Source: an optimization exercise on an open RTL-to-GDS flow (aim: small area). Production flows keep margins and buffers that such runs may drop. Function was checked by simulation only, so behaviour that the tests miss may differ from the original. Power and IR drop assume default switching activity.

==> try-harbor <==
==> flow/design.v <==
module custom_MuP (clk, rst, imem_req, imem_addr, imem_rdata, dmem_re, dmem_we, dmem_addr, dmem_wdata, dmem_rdata);
input clk, rst;
output imem_req, dmem_re, dmem_we;
output [15:0] imem_addr, dmem_addr, dmem_wdata;
input [15:0] imem_rdata, dmem_rdata;
localparam S_INIT = 3'd0, S_FETCH = 3'd1, S_EXEC = 3'd2, S_SH2 = 3'd3,
           S_BR2 = 3'd4, S_LD2 = 3'd5, S_LD3 = 3'd6, S_ST2 = 3'd7;
reg [3:0] cnt;
reg [2:0] st;
reg       cy;       
reg       ne;       
reg       sgn;      
reg [15:0] pc, x, y;
wire c0   = (cnt == 4'd0);
wire last = (cnt == 4'd15);
wire [15:0] ir = imem_rdata;
wire [3:0]  op = ir[15:12];
wire [3:0]  fa = ir[11:8];
wire [3:0]  fb = ir[7:4];
wire [3:0]  fc = ir[3:0];
wire op_rr  = (op == 4'h8) | (op == 4'hC) | (op == 4'hB) | (op == 4'hF);
wire op_br  = (op == 4'h4) | (op == 4'h5);
wire op_mem = (op == 4'h1) | (op == 4'h2);
wire sh_ok  = (op == 4'h0) & (fc == 4'd1 | fc == 4'd2 | fc == 4'd3);
wire ex  = (st == S_EXEC);
wire [15:0] r0bits;              
wire [15:0] rin;                 
wire [3:0]  pa = op_mem ? {2'b10, ir[9:8]} : ((ex & (op_rr | op_br)) ? fb : fa);
wire [3:0]  qa = (op == 4'h2) ? {2'b11, ir[11:10]} : fc;
wire P = r0bits[pa];
wire Q = r0bits[qa];
wire [3:0] i8  = (cnt > 4'd7) ? 4'd7 : cnt;
wire [3:0] i12 = (cnt > 4'd11) ? 4'd11 : cnt;
wire [3:0] im1 = cnt - 4'd1;
wire [3:0] i8m = (im1 > 4'd7) ? 4'd7 : im1;
wire s8   = ir[i8];
wire z8   = (cnt > 4'd7) ? 1'b0 : ir[cnt[2:0]];
wire s12  = ir[i12];
wire s8x2 = c0 ? 1'b0 : ir[i8m];
wire fetch = (st == S_FETCH);
wire use_pc = fetch | (ex & (op == 4'h3));
wire A = use_pc ? pc[0] : P;
reg  B;
always @(*) begin
	if (fetch) B = (cnt == 4'd1);
	else case (op)
		4'h8, 4'hC, 4'hB, 4'hF, 4'h4, 4'h5: B = Q;
		4'hA, 4'hE: B = z8;
		4'h3: B = s12;
		4'h1, 4'h2: B = s8x2;
		default: B = s8;
	endcase
end
wire sub  = ex & ((op == 4'hC) | (op == 4'hD) | (op == 4'hE));
wire Bx   = B ^ sub;
wire cin  = c0 ? sub : cy;
wire sum  = A ^ Bx ^ cin;
wire cout = (A & Bx) | (A & cin) | (Bx & cin);
reg  alu;
always @(*) begin
	if (fetch) alu = sum;
	else case (op)
		4'hB, 4'h7: alu = ~(A & B);
		4'hF, 4'h6: alu = A | B;
		4'h0: alu = A;
		default: alu = sum;
	endcase
end
wire left  = (fc == 4'd1);
wire arith = (fc == 4'd3);
wire [3:0] sn = fb;
wire [3:0] sidx = left ? (4'd0 - sn) : sn;
wire xs = x[sidx];
wire [4:0] ksum = {1'b0, cnt} + {1'b0, sn};
wire shv = left ? ((cnt >= sn) ? xs : 1'b0)
                : (ksum[4] ? (arith & sgn) : xs);
reg wen;
reg [3:0] wa;
reg wbit;
always @(*) begin
	wen = 1'b0; wa = fa; wbit = alu;
	case (st)
		S_EXEC: wen = op_rr | (op == 4'h9) | (op == 4'hA) | (op == 4'hD) | (op == 4'hE) | (op == 4'h7) | (op == 4'h6);
		S_SH2: begin wen = 1'b1; wbit = shv; end
		S_LD3: begin wen = 1'b1; wa = {2'b11, ir[11:10]}; wbit = dmem_rdata[cnt]; end
		default: ;
	endcase
end
wire init = (st == S_INIT);
localparam [255:0] RV = {16'h7814, 16'h2ab2, 16'h8aa9, 16'ha24b, 16'hca09, 16'h08eb, 16'h5878, 16'hff49,
                         16'hb7a1, 16'h0032, 16'h0014, 16'h756e, 16'hff49, 16'hc61b, 16'h09e4, 16'h0000};
genvar gi;
generate for (gi = 0; gi < 16; gi = gi + 1) begin : rf
	reg [15:0] r;
	wire [15:0] rv = RV[gi*16 +: 16];
	assign r0bits[gi] = r[0];
	assign rin[gi] = init ? rv[cnt] : ((wen & (wa == gi)) ? wbit : r[0]);
	always @(posedge clk) r <= {rin[gi], r[15:1]};
end endgenerate
wire take = ne ^ ~op[0];
reg pcin;
always @(*) begin
	pcin = pc[0];
	if (init) pcin = 1'b0;
	else if (fetch | (ex & (op == 4'h3))) pcin = sum;
	else if ((st == S_BR2) & take) pcin = P;
end
always @(posedge clk) begin
	pc <= {pcin, pc[15:1]};
	x  <= {alu, x[15:1]};
	y  <= {Q, y[15:1]};
end
always @(posedge clk) begin
	cy <= cout;
	if (ex) ne <= (c0 ? 1'b0 : ne) | (P ^ Q);
	if (ex & last) sgn <= P;
	if (rst) begin
		cnt <= 4'd0;
		st  <= S_INIT;
	end else begin
		cnt <= cnt + 4'd1;
		if (last) case (st)
			S_INIT:  st <= S_FETCH;
			S_FETCH: st <= S_EXEC;
			S_EXEC:  st <= sh_ok ? S_SH2 : op_br ? S_BR2 : (op == 4'h1) ? S_LD2 : (op == 4'h2) ? S_ST2 : S_FETCH;
			S_LD2:   st <= S_LD3;
			default: st <= S_FETCH;
		endcase
	end
end
assign imem_req  = fetch & c0;
assign imem_addr = pc;
assign dmem_re   = (st == S_LD2) & c0;
assign dmem_we   = (st == S_ST2) & c0;
assign dmem_addr = x;
assign dmem_wdata = y;
endmodule
==> flow/run.sh <==
#!/bin/bash
# synth_recipe.tcl (not shown) runs the flow's synth.tcl, then flattens the netlist and writes it again
# the make line also repeats each setting of config.mk as NAME=value (left out here)
make -C /OpenROAD-flow-scripts/flow DESIGN_CONFIG=/design/flow/config.mk WORK_HOME=/design/flow/orfs CLKGATE_MAP_FILE= SYNTH_SCRIPT=/design/flow/synth_recipe.tcl finish
==> flow/config.mk <==
export PLATFORM = sky130hd
export DESIGN_NAME = custom_MuP
export DESIGN_NICKNAME = custom_MuP
export VERILOG_FILES = /design/flow/design.v
export SDC_FILE = /design/flow/constraint.sdc
export NUM_CORES = 4
export LEC_CHECK = 0
export ABC_AREA = 1
export CAP_MARGIN = 20
export CORE_MARGIN = 2
export CORE_UTILIZATION = 60
export CTS_BUF_LIST = sky130_fd_sc_hd__clkbuf_4
export SLEW_MARGIN = 20
==> flow/constraint.sdc <==
create_clock -name core_clock -period 10.0 [get_ports {clk}]
set_input_delay 2.0000 -clock core_clock [delete_from_list [all_inputs] [get_ports {clk}]]
set_output_delay 2.0000 -clock core_clock [all_outputs]
set_load 0.01 [all_outputs]
==> try-lagoon: changes against try-harbor <==
==> flow/design.v, changed modules only <==
module custom_MuP (clk, rst, imem_req, imem_addr, imem_rdata, dmem_re, dmem_we, dmem_addr, dmem_wdata, dmem_rdata);
input clk, rst;
output imem_req, dmem_re, dmem_we;
output [15:0] imem_addr, dmem_addr, dmem_wdata;
input [15:0] imem_rdata, dmem_rdata;
localparam S_INIT = 3'd0, S_FETCH = 3'd1, S_EXEC = 3'd2, S_SH2 = 3'd3,
           S_BR2 = 3'd4, S_LD2 = 3'd5, S_LD3 = 3'd6, S_ST2 = 3'd7;
reg [3:0] cnt;
reg [2:0] st;
reg       cy;       
reg       aux;      
reg [15:0] pc, y;
wire c0   = (cnt == 4'd0);
wire last = (cnt == 4'd15);
wire [15:0] ir = imem_rdata;
wire [3:0]  op = ir[15:12];
wire [3:0]  fa = ir[11:8];
wire [3:0]  fb = ir[7:4];
wire [3:0]  fc = ir[3:0];
wire op_rr  = (op == 4'h8) | (op == 4'hC) | (op == 4'hB) | (op == 4'hF);
wire op_br  = (op == 4'h4) | (op == 4'h5);
wire op_mem = (op == 4'h1) | (op == 4'h2);
wire sh_ok  = (op == 4'h0) & (fc == 4'd1 | fc == 4'd2 | fc == 4'd3);
wire ex  = (st == S_EXEC);
wire [15:0] r0bits;              
wire [15:0] rin;                 
wire [3:0]  pa = op_mem ? {2'b10, ir[9:8]} : ((ex & (op_rr | op_br)) ? fb : fa);
wire [3:0]  qa = (op == 4'h2) ? {2'b11, ir[11:10]} : fc;
wire P = r0bits[pa];
wire Q = r0bits[qa];
wire j12  = (op == 4'h3);
wire zx   = (op == 4'hA) | (op == 4'hE);
wire over = j12 ? (cnt > 4'd11) : cnt[3];
wire [11:0] irl = ir[11:0];
wire imm  = over ? (~zx & (j12 ? ir[11] : ir[7])) : irl[cnt];
wire s8x2 = ~c0 & aux;
wire fetch = (st == S_FETCH);
wire use_pc = fetch | (ex & (op == 4'h3));
wire A = use_pc ? pc[0] : P;
reg  B;
always @(*) begin
	if (fetch) B = (cnt == 4'd1);
	else case (op)
		4'h8, 4'hC, 4'hB, 4'hF, 4'h4, 4'h5: B = Q;
		4'h1, 4'h2: B = s8x2;
		default: B = imm;
	endcase
end
wire sub  = ex & ((op == 4'hC) | (op == 4'hD) | (op == 4'hE));
wire Bx   = B ^ sub;
wire cin  = c0 ? sub : cy;
wire sum  = A ^ Bx ^ cin;
wire cout = (A & Bx) | (A & cin) | (Bx & cin);
reg  alu;
always @(*) begin
	if (fetch) alu = sum;
	else case (op)
		4'hB, 4'h7: alu = ~(A & B);
		4'hF, 4'h6: alu = A | B;
		4'h0: alu = A;
		default: alu = sum;
	endcase
end
wire left  = (fc == 4'd1);
wire arith = (fc == 4'd3);
wire [3:0] sn = fb;
wire [3:0] sidx = left ? (4'd0 - sn) : sn;
wire ys = y[sidx];
wire shv = left ? ((cnt >= sn) ? ys : 1'b0)
                : ((cnt <= ~sn) ? ys : (arith & aux));
wire swap = (op == 4'h2) & (ex | (st == S_ST2));    
wire [3:0] wt = {2'b11, ir[11:10]};
reg wen;
reg [3:0] wa;
reg wbit;
always @(*) begin
	wen = 1'b0; wa = fa; wbit = alu;
	case (st)
		S_EXEC: begin
			wen = op_rr | (op == 4'h9) | (op == 4'hA) | (op == 4'hD) | (op == 4'hE) | (op == 4'h7) | (op == 4'h6) | (op == 4'h2);
			if (op == 4'h2) begin wa = wt; wbit = r0bits[12]; end
		end
		S_ST2: begin wen = 1'b1; wa = wt; wbit = r0bits[12]; end
		S_SH2: begin wen = 1'b1; wbit = shv; end
		S_LD3: begin wen = 1'b1; wa = wt; wbit = dmem_rdata[cnt]; end
		default: ;
	endcase
end
wire init = (st == S_INIT);
localparam [255:0] RV = {16'h7814, 16'h2ab2, 16'h8aa9, 16'ha24b, 16'hca09, 16'h08eb, 16'h5878, 16'hff49,
                         16'hb7a1, 16'h0032, 16'h0014, 16'h756e, 16'hff49, 16'hc61b, 16'h09e4, 16'h0000};
genvar gi;
generate for (gi = 0; gi < 16; gi = gi + 1) begin : rf
	reg [15:0] r;
	wire [15:0] rv = RV[gi*16 +: 16];
	assign r0bits[gi] = r[0];
	if (gi == 12) begin : sw
		assign rin[gi] = init ? rv[cnt] : swap ? Q : ((wen & (wa == gi)) ? wbit : r[0]);
	end else begin : nsw
		assign rin[gi] = init ? rv[cnt] : ((wen & (wa == gi)) ? wbit : r[0]);
	end
	always @(posedge clk) r <= {rin[gi], r[15:1]};
end endgenerate
wire take = aux ^ ~op[0];
reg pcin;
always @(*) begin
	pcin = pc[0];
	if (init) pcin = 1'b0;
	else if (fetch | (ex & (j12 | op_mem))) pcin = sum;
	else if ((st == S_BR2) & take) pcin = P;
	else if ((st == S_LD2) | (st == S_ST2)) pcin = y[0];
end
always @(posedge clk) begin
	pc <= {pcin, pc[15:1]};
	y  <= {op_mem ? pc[0] : P, y[15:1]};
end
always @(posedge clk) begin
	cy <= cout;
	if (ex) begin
		if (op_br) aux <= (~c0 & aux) | (P ^ Q);
		else if (op == 4'h0) begin if (last) aux <= P; end
		else aux <= imm;
	end
	if (rst) begin
		cnt <= 4'd0;
		st  <= S_INIT;
	end else begin
		cnt <= cnt + 4'd1;
		if (last) case (st)
			S_INIT:  st <= S_FETCH;
			S_FETCH: st <= S_EXEC;
			S_EXEC:  st <= sh_ok ? S_SH2 : op_br ? S_BR2 : (op == 4'h1) ? S_LD2 : (op == 4'h2) ? S_ST2 : S_FETCH;
			S_LD2:   st <= S_LD3;
			default: st <= S_FETCH;
		endcase
	end
end
assign imem_req  = fetch & c0;
assign imem_addr = pc;
assign dmem_re   = (st == S_LD2) & c0;
assign dmem_we   = (st == S_ST2) & c0;
assign dmem_addr = pc;
assign dmem_wdata = rf[12].r;
endmodule
==> flow/flow/run.sh (new file) <==
#!/bin/bash
# Own layout flow: the standard synthesis, then the combinational logic
# re-mapped by ABC for area (registers kept as they are: same cells, same
# names), then the standard ORFS flow from floorplan to finish with the
# smallest buffer cell on the ports. Every tool writes its own log here.
set -euo pipefail
HERE=$(pwd)
R=$HERE/orfs/results/sky130hd/custom_MuP/base
YOSYS=$FLOW_HOME/../tools/install/yosys/bin/yosys
LIB=$FLOW_HOME/platforms/sky130hd/lib/sky130_fd_sc_hd__tt_025C_1v80.lib

bash standard.sh synth > synth_standard.log 2>&1
cp $R/1_2_yosys.v $HERE/netlist_standard.v

DU=$(sed -n '/DONT_USE_CELLS/,/^$/p' $FLOW_HOME/platforms/sky130hd/config.mk | grep -o "sky130_fd_sc_hd__[a-z0-9_]*" | sed 's/^/-dont_use /' | tr '\n' ' ')
sed -e "s#@LIB@#$LIB#g" -e "s#@DU@#$DU#g" -e "s#@IN@#$HERE/netlist_standard.v#g" \
    -e "s#@OUT@#$HERE/netlist_resynth.v#g" -e "s#@ABC@#$HERE/flow/area.abc#g" flow/resynth.ys > resynth.ys
$YOSYS -s resynth.ys > resynth.log 2>&1

cp $HERE/netlist_resynth.v $R/1_2_yosys.v
rm -f $R/1_synth.odb $R/1_synth.sdc
bash standard.sh "BUFFER_PORTS_ARGS=-buffer_cell sky130_fd_sc_hd__buf_1" finish > flow_finish.log 2>&1
==> flow/flow/area.abc (new file) <==
strash; &get -n; &fraig -x; &put; scorr; dc2; strash; &get -n; &dch -f; &nf -R 1000 -p; &put
==> flow/flow/resynth.ys (new file) <==
read_liberty -ignore_miss_func @LIB@
blackbox sky130_fd_sc_hd__*df* sky130_fd_sc_hd__*dl* sky130_fd_sc_hd__*lpflow*
read_verilog @IN@
hierarchy -top custom_MuP
flatten
opt -purge
abc -liberty @LIB@ @DU@ -script @ABC@
opt_clean -purge
write_verilog -noattr -nohex -nodec @OUT@.tmp.v
design -reset
read_liberty -lib @LIB@
read_verilog @OUT@.tmp.v
hierarchy -top custom_MuP
hilomap -singleton -hicell sky130_fd_sc_hd__conb_1 HI -locell sky130_fd_sc_hd__conb_1 LO
insbuf -buf sky130_fd_sc_hd__buf_1 A X
splitnets
rename -hide w:_*_.*
opt_clean -purge
stat -liberty @LIB@
check -assert -mapped
write_verilog -noattr -nohex -nodec @OUT@
==> flow/standard.sh (new file) <==
#!/bin/bash
# synth_recipe.tcl (not shown) runs the flow's synth.tcl, then flattens the netlist and writes it again
# the make line also repeats each setting of config.mk as NAME=value (left out here)
make -C /OpenROAD-flow-scripts/flow DESIGN_CONFIG=/design/flow/config.mk WORK_HOME=/design/flow/orfs CLKGATE_MAP_FILE= SYNTH_SCRIPT=/design/flow/synth_recipe.tcl "${@:-finish}"
--- a/flow/config.mk
+++ b/flow/config.mk
@@ -5,9 +5,10 @@
 export SDC_FILE = /design/flow/constraint.sdc
 export NUM_CORES = 4
 export LEC_CHECK = 0
-export ABC_AREA = 1
 export CAP_MARGIN = 20
 export CORE_MARGIN = 2
 export CORE_UTILIZATION = 60
 export CTS_BUF_LIST = sky130_fd_sc_hd__clkbuf_4
+export CTS_CLUSTER_DIAMETER = 100
+export CTS_CLUSTER_SIZE = 10
 export SLEW_MARGIN = 20
removed: flow/run.sh
==> notes.md <==
	try-lagoon	try-harbor
Seq Cell Count	297	314
Worst-margin pin slew	0.973 ns	0.879 ns
Worst setup endpoint	rf[13].r[15]$_DFF_P_	imem_req
Highest-delay cell along the critical path	mux2i_1	dfxtp_1
Site row count	42	45
Clock Skews	0.0475 ns	0.0723 ns
Launching element of the worst setup path	imem_rdata[13]	cnt[0]$_SDFF_PP0_
Share of final-layout standard cells stronger than drive strength 1	6.02%	16.1%
Worst Setup Slack post-DPL	4.20 ns	4.29 ns
Largest fanout on the critical path	16	27
Clock power frac	25.8%	35.5%
Result of the run	timing/DRC/antenna clean	timing/DRC/antenna clean
Uppermost layer routed	met4	met5
Fraction of standard cell area that is sequential	66.1%	56.1%
Die Y	121 microns	128 microns
Vias	5541	6741
Power per cell area	225 nW/um^2	255 nW/um^2
Count of filler cells inserted in the layout	1006	948
Clock network area share	3.53%	8.20%
Cell Int Power	1560 uW	2110 uW
Post-Place Cell Area	8690 sq um	10300 sq um
Hold EP	rf[15].r[1]$_DFF_P_	rf[7].r[14]$_DFF_P_

## afterwards: timing with drivers on the ports
How much do the figures lean on ideal ports? The routed layouts below were timed once more, with nothing changed but the port constraints. Step 1 assumes that a clkbuf_16 drives the clock port and a buf_2 every other input. Step 2 moves the port delays by t, midway between the first and last clock arrival at a register: inputs arrive t later, outputs are due t later. That takes back most of the time a late clock gives input paths. Slacks: ideal ports / drivers / drivers and shift; pairs: ideal ports / drivers.
run	t, ns	setup slack, ns	worst hold slack (ns)	slew at the worst register clock pin (ns)	pins driven straight from the clock port
try-harbor	0.724	4.439 / 4.400 / 4.250	0.288 / 0.288 / 0.288	0.08 / 0.08	1
try-lagoon	0.641	4.642 / 4.650 / 4.009	0.317 / 0.317 / 0.317	0.11 / 0.11	1
After both steps setup and hold are still met in every run listed. The setup slack of try-lagoon, which loses most, moves by +0.008 ns with the drivers and by -0.633 ns with both steps.
